This is an optimization exercise on Yosys and OpenROAD, whose aim is small area, not a production implementation.
In this exercise RTL edits were held to simulation tests only and were not proved equivalent to the original.
The flow treats the clock pin as an ideal source, which a real chip does not have.
Power is estimated from default activity; no workload was simulated.

Setup of run 1:
// axi4_straddle_convertor
module axi4_straddle_convertor #
(
    parameter integer AXI_TUSER_L        = 161,
    parameter integer BUFFER_SIZE        = 4
)
(
    input wire                                  ACLK,
    input wire                                  ARESETN,
    input wire [AXI_TUSER_L-1:0]               S_AXIS_TUSER,
    input wire [511:0]                         S_AXIS_TDATA,
    input wire [15:0]                          S_AXIS_TKEEP,
    input wire                                 S_AXIS_TLAST,
    input wire                                 S_AXIS_TVALID,
    output wire                                S_AXIS_TREADY,
    output wire [AXI_TUSER_L-1:0]              M_AXIS_TUSER,
    output wire [511:0]                        M_AXIS_TDATA,
    output wire [15:0]                         M_AXIS_TKEEP,
    output wire                                M_AXIS_TLAST,
    output wire                                M_AXIS_TVALID,
    input wire                                 M_AXIS_TREADY,
    output reg [1:0]                           error_invalid_state
);
wire [1:0] is_sop      = S_AXIS_TUSER[65:64];
wire [1:0] is_eop      = S_AXIS_TUSER[77:76];
wire [1:0] is_sop0_ptr = S_AXIS_TUSER[69:68];
wire [3:0] is_eop0_ptr = S_AXIS_TUSER[83:80];
wire [3:0] is_eop1_ptr = S_AXIS_TUSER[87:84];
reg [1:0] wp0, rp0, wp1, rp1;
  ...
Size in the first run: roughly 8700 cells after synthesis, about 4300 flip-flops, about 1400 I/O pins, ~160000 µm² of cells after synthesis.
==> flow/config.mk <==
export PLATFORM = sky130hd
export DESIGN_NAME = axi4_straddle_convertor
export DESIGN_NICKNAME = axi4_straddle_convertor
export VERILOG_FILES = /design/flow/design.v
export SDC_FILE = /design/flow/constraint.sdc
export NUM_CORES = 4
export LEC_CHECK = 0
export CAP_MARGIN = 0
export CORE_MARGIN = 2
export CORE_UTILIZATION = 65
export PLACE_DENSITY = 0.8
export SLEW_MARGIN = 0
export SYNTH_HIERARCHICAL = 1
export SYNTH_MINIMUM_KEEP_SIZE = 0
==> flow/constraint.sdc <==
create_clock -name core_clock -period 5.5 [get_ports {ACLK}]
set_input_delay 1.1000 -clock core_clock [delete_from_list [all_inputs] [get_ports {ACLK}]]
set_output_delay 1.1000 -clock core_clock [all_outputs]
set_load 0.01 [all_outputs]
standard.sh (not shown) runs the stock make flow with config.mk's settings and CLKGATE_MAP_FILE= SYNTH_SCRIPT=/design/flow/synth_recipe.tcl, a recipe that flattens the netlist after the stock synthesis.
==> flow/flow/run.sh <==
#!/bin/bash
set -o pipefail
export BUFFER_PORTS_ARGS="-buffer_cell sky130_fd_sc_hd__buf_1"
export CTS_ARGS="-sink_clustering_enable -repair_clock_nets -dont_use_dummy_load -buf_list sky130_fd_sc_hd__clkbuf_16 -sink_clustering_size 24 -sink_clustering_max_diameter 80"
bash standard.sh > standard.log 2>&1
### run 1 -> run 2
- SLEW_MARGIN now 10, was 0
- CAP_MARGIN now 10, was 0
--- a/flow/flow/run.sh
+++ b/flow/flow/run.sh
@@ -1,0 +2,3 @@
+# Own layout flow: the standard flow (the standard.sh) with
+# minimum-size port buffers, a clock tree of larger leaf clusters without
+# dummy loads, and downsizing of non-critical cells after global routing.
@@ -4,0 +8 @@
+export RECOVER_POWER=100
[summary]
Nothing crashed in run 2 and all stages finished; the problem is that the final layout failed, the offending checks being capacitance limit, slew limit.
Run 1 → run 2: sequential share of layout area increased 0.54 points; cell count barely changed; buffering stage count on the worst path with inverters included decreased by 1 relative to the old numbers; overall die area barely changed.
Diff run 2..run 1 | routed wire length | negligible
Relative to run 1, post-CTS clock slew at the launch and capture registers of the worst setup and hold paths increased by 20 ps in run 2.
Taking run 1 as the reference, in run 2 combinational power roughly the same, final non-filler cell area saw a decrease, critical path data required time rose by 1710 ps, worst setup slack fell 220 ps.
On total power, run 2 and run 1 are basically level.
> inputs changed (run 2 -> run 3)
--- a/flow/flow/run.sh
+++ b/flow/flow/run.sh
@@ -2,3 +1,0 @@
-# Own layout flow: the standard flow (the standard.sh) with
-# minimum-size port buffers, a clock tree of larger leaf clusters without
-# dummy loads, and downsizing of non-critical cells after global routing.
@@ -8 +5 @@
-export RECOVER_POWER=100
+export POST_CTS_TCL="$PWD/flow/downsize_buffers.tcl"
==> flow/flow/downsize_buffers.tcl (new file) <==
# POST_CTS hook: give each signal cell that placement-time repair sized up
# the smallest drive strength of the same cell whose output slew, and the
# slew at every pin it drives, stay under slew_limit (well inside the
# library's limits). Clock-tree cells are left alone. The global-route
# stage that follows repairs design rules and setup timing again with its
# own parasitics.
set slew_limit 0.6
set n_down 0
set area_saved 0.0
foreach inst [get_cells *] {
  set orig [get_property $inst ref_name]
  if {![regexp {^(sky130_fd_sc_hd__[a-z0-9]+)_([0-9]+)$} $orig -> base drive]} continue
  if {$drive <= 1} continue
  if {[regexp {clkbuf|clkinv|clkdlybuf|conb|tapvpwr|fill|diode|decap} $base]} continue
  set opins [get_pins -of_objects $inst -filter "direction == output"]
  if {[llength $opins] != 1} continue
  set opin [lindex $opins 0]
  set net [get_nets -of_objects $opin]
  if {$net eq ""} continue
  set orig_area [get_property [get_lib_cells */$orig] area]
  # smaller drive strengths of the same cell, smallest area first
  set cands {}
  foreach lc [get_lib_cells */${base}_*] {
    set n [get_property $lc name]
    if {![regexp "^${base}_(\[0-9\]+)\$" $n -> d]} continue
    set a [get_property $lc area]
    if {$a < $orig_area} { lappend cands [list $a $n] }
  }
  set done 0
  foreach c [lsort -real -index 0 $cands] {
    lassign $c c_area c_name
    replace_cell $inst $c_name
    set ok [expr {[get_property $opin slew_max] <= $slew_limit}]
    if {$ok} {
      foreach ld [get_pins -of_objects $net -filter "direction == input"] {
        if {[get_property $ld slew_max] > $slew_limit} { set ok 0; break }
      }
    }
    if {$ok} {
      incr n_down
      set area_saved [expr {$area_saved + $orig_area - $c_area}]
      set done 1
      break
    }
  }
  if {!$done} { replace_cell $inst $orig }
}
puts "downsize_buffers: downsized $n_down cells, saved $area_saved um^2"
detailed_placement
check_placement -verbose
- Comparing run 2 and run 3, the one run not ending clean was run 2.
- Run 2 → run 3: buffer count excluding the clock tree in the final layout ~0 delta, final core utilization stayed essentially flat, critical path depth now sits lower, final non-filler cell total was more or less identical, worst-case setup margin in the final layout climbed 200 ps.
- Between run 2 and run 3, the via count figures differ only marginally.
- Between run 2 and run 3, the clock skew does not differ in any meaningful way.
- There was hardly any difference in total detailed-routing wirelength between run 3 and run 2.
- Run 2 reports its worst setup path startpoint as tlp_active[0] while run 3 reports ns1[0].
Changes in run 4 relative to run 3:
- PLACE_DENSITY changed from 0.8 to 0.85
- CORE_UTILIZATION changed from 65 to 70
==> flow/flow/run.sh <==
#!/bin/bash
set -o pipefail
export BUFFER_PORTS_ARGS="-buffer_cell sky130_fd_sc_hd__buf_1"
export CTS_ARGS="-sink_clustering_enable -repair_clock_nets -dont_use_dummy_load -buf_list sky130_fd_sc_hd__clkbuf_16 -sink_clustering_size 30 -sink_clustering_max_diameter 60"
export POST_CTS_TCL="$PWD/flow/downsize_buffers.tcl"
bash standard.sh > standard.log 2>&1
--- a/flow/flow/downsize_buffers.tcl
+++ b/flow/flow/downsize_buffers.tcl
@@ -4 +4,2 @@
-# library's limits). Clock-tree cells are left alone. The global-route
+# library's limits) and whose worst setup slack stays above slack_floor.
+# Clock-tree cells are left alone. The global-route
@@ -7 +8,2 @@
-set slew_limit 0.6
+set slew_limit 1.0
+set slack_floor 0.9
@@ -33 +35,2 @@
-    set ok [expr {[get_property $opin slew_max] <= $slew_limit}]
+    set ok [expr {[get_property $opin slew_max] <= $slew_limit
+                  && [get_property $opin slack_max] >= $slack_floor}]
--- outcome ---
- In run 4 the implementation ran to completion but is not tape-out ready, as the final checks report setup timing.
- Route | run 4 vs run 3 | wire shorter in run 4
- Compared with run 3, in run 4 final cycle utilization of the critical path now larger, sequential power share now larger, routability congestion estimate now larger.
- Comparing run 4 and run 3, the higher share of cells above drive strength 1 is on run 3.
- Run 4 against run 3: power dissipated in the clock network roughly the same, number of nets still failing antenna checks after routing roughly the same, met3 usage higher, die extent in x lower.
- Run 4 vs run 3, wire length of the first global-routing pass went down by 2800 µm.
- Initial antenna violation count, run 4 and run 3, lower one = run 3.

re-timing with driven ports:
No port has a modelled driver above. Below, the same layouts with a new extraction and two added sets of constraints. Step 1, drivers: a clkbuf_16 drives ACLK and a buf_2 each remaining input, both assumed. Step 2, shift: input delay + t, output delay - t, t = (earliest + latest rising clock arrival at the registers) / 2. This alone moves slack from input paths to output paths. Three values: ideal ports, drivers, drivers and shift; two values: the first two.
run | t (ns) | setup slack, ns | hold WS [ns]
run 1 | 0.949 | 0.396 / 0.296 / 0.751 | 0.476 / 0.476 / 0.476
run 2 | 0.951 | 0.175 / 0.114 / -0.689 | 0.478 / 0.478 / 0.478
run 3 | 0.954 | 0.373 / 0.268 / -0.349 | 0.478 / 0.478 / 0.478
run 4 | 0.954 | -0.001 / -0.100 / -0.383 | 0.475 / 0.475 / 0.475
For run 2, which loses most, drivers alone change the setup slack by -0.061 ns; drivers and shift together by -0.864 ns.
